From an optimization exercise on the open Yosys and OpenROAD flow, aimed at small area and a short achievable clock period; shortcuts taken in it are not production practice.
The RTL was checked by simulation tests, not by an equivalence proof against the original design.
Power figures rest on the tool's default switching activity, not on a simulated workload.

==> flow/design.v (excerpt) <==
module RFCorrelator(bit_stream, clk, reset, Target_Num,
num_1, num_2, num_3, num_4, num_5, num_6, num_7, num_8, num_9, num_10, num_11, num_12, num_13, num_14, num_15, num_16, Out_str);
Size in the first run: about 1700 cells after synthesis, ~130 flip-flops, about 550 I/O pins.
clock: 55.0 ns
lec_check: 0
abc_area: 1
cap_margin: 20
core_margin: 2
core_utilization: 40
cts_buf_list: sky130_fd_sc_hd__clkbuf_8
cts_cluster_diameter: 80
cts_cluster_size: 30
place_density: 0.6
slew_margin: 20
synth_hierarchical: 1
standard.sh (not shown) runs the stock make flow with config.mk's settings and CLKGATE_MAP_FILE= SYNTH_SCRIPT=/design/flow/synth_recipe.tcl, a recipe that flattens the netlist after the stock synthesis.
==> flow/flow/run.sh <==
#!/bin/bash
# The standard layout (standard.sh) with two changes:
#  - synthesis maps the logic with ABC scripts of our own (flow/abc_*.script):
#    the pair_min module with flow/abc_pair.script, the argmin_16 module with
#    flow/abc_argmin.script, the rest with flow/abc_main.script. Everything
#    else in synthesis is the standard flow's script
#    (synth_recipe.tcl), so the registers are the standard synthesis's.
#  - the port buffers are the smallest buffer (buf_1).
# Each tool's output goes to the ORFS logs under orfs/logs; make's own
# output goes to flow_make.log.
set -euo pipefail
W=$PWD
export MY_ABC_SCRIPT=$W/flow/abc_main.script
export MY_ABC_SEL_SCRIPT=$W/flow/abc_argmin.script
export MY_ABC_PAIR_SCRIPT=$W/flow/abc_pair.script
export BUFFER_PORTS_ARGS="-buffer_cell sky130_fd_sc_hd__buf_1"
cat > $W/my_synth.tcl <<EOF
proc abc {args} {
  set i [lsearch -exact \$args -script]
  if { \$i >= 0 } {
    set a1 \$args
    lset a1 [expr {\$i + 1}] \$::env(MY_ABC_SCRIPT)
    set a2 \$args
    lset a2 [expr {\$i + 1}] \$::env(MY_ABC_SEL_SCRIPT)
    set a3 \$args
    lset a3 [expr {\$i + 1}] \$::env(MY_ABC_PAIR_SCRIPT)
    yosys abc {*}\$a3 pair_min
    yosys abc {*}\$a2 argmin_16
    yosys abc {*}\$a1
    return
  }
  yosys abc {*}\$args
}
source $W/synth_recipe.tcl
EOF
grep -q 'SYNTH_SCRIPT=[^ ]*synth_recipe.tcl' standard.sh
sed "s#SYNTH_SCRIPT=[^ ]*synth_recipe.tcl#SYNTH_SCRIPT=$W/my_synth.tcl#" standard.sh > my_standard.sh
bash my_standard.sh > flow_make.log 2>&1
==> flow/flow/abc_argmin.script <==
strash; dch; map -a; topo; buffer -c; upsize -c; dnsize -c; stime -c
==> flow/flow/abc_main.script <==
strash; dch; map -a; topo; stime -c
==> flow/flow/abc_pair.script <==
strash; dch; map -a; topo; stime -c
The baseline completed with no timing, DRC or antenna violations.
Next try:
==> flow/flow/abc_argmin.script (replaced) <==
strash; dch; map -D 2000; topo; buffer -c; upsize -c; dnsize -c; stime -c
- CAP_MARGIN: 20 -> 5
- CTS_CLUSTER_DIAMETER: 80 -> not set
- CTS_CLUSTER_SIZE: 30 -> not set
- SLEW_MARGIN: 20 -> 5
What happened: The changed run finished with timing, DRC and antenna clean. Via count goes up by about 1.8%. Worst hold slack gets better by 0.0030 ns. Die area rose by 0.54%.
Next try:
- CAP_MARGIN: 5 -> 20
- CORE_UTILIZATION: 40 -> 60
- PLACE_DENSITY: 0.6 -> 0.75
- SLEW_MARGIN: 5 -> 20
=> Sequential cell count stays the same; wire length is lower by about 6%; cell count goes down by 7.3%; hold slack is about the same; first-iteration DRC count is higher by about 24%; power climbs by 0.58%; synthesized cell count does not change; setup slack is worse by 0.20 ns; global-route usage went up by 11 points.
Next try:
==> flow/flow/abc_pair.script (replaced) <==
strash; dch; map -a; topo; buffer -c; upsize -c; dnsize -c; stime -c
- CORE_UTILIZATION: 60 -> 40
- PLACE_DENSITY: 0.75 -> 0.6
Result: The changed run finished with timing, DRC and antenna clean; worst hold slack improved by 0.0031 ns; worst setup slack is better by 0.31 ns; non-clock buffer count stays the same; die area grows by 50%; synthesized cell count increases by 0.48%; sequential cell count does not change; cell area went up by 1.5%; synthesized area rises by 1.1%; final cell count increases by 7.9%; global-route usage went down by 12 points; combinational power climbs by about 4%.

[port drivers added, routing unchanged]
No port has a modelled driver above. Below, the same layouts with a new extraction and two added sets of constraints. Step 1 sets driving cells, clkbuf_16 on the clock port and buf_2 on the other inputs (assumed; they add their load-dependent delay and slew). Step 2 times the ports against the registers' clock, not the clock port: input delays grow and output delays shrink by t, the midpoint of the rising clock arrivals with the driver on. Three values: ideal, step 1, step 2; two values: the first two.
run | t, ns | setup WS [ns] | worst register clock-pin slew, ns | pins driven straight from the clock port
the first run | 0.519 | 39.799 / 39.810 / 39.310 | 0.09 / 0.09 | 1
the second run | 0.506 | 39.754 / 39.777 / 39.271 | 0.09 / 0.09 | 1
the third run | 0.487 | 39.557 / 39.582 / 39.094 | 0.09 / 0.09 | 1
the fourth run | 0.516 | 39.867 / 39.892 / 39.376 | 0.10 / 0.10 | 1
After both steps every run listed still meets setup and hold. For the fourth run, which loses most, drivers alone change the setup slack by +0.025 ns; drivers and shift together by -0.491 ns.
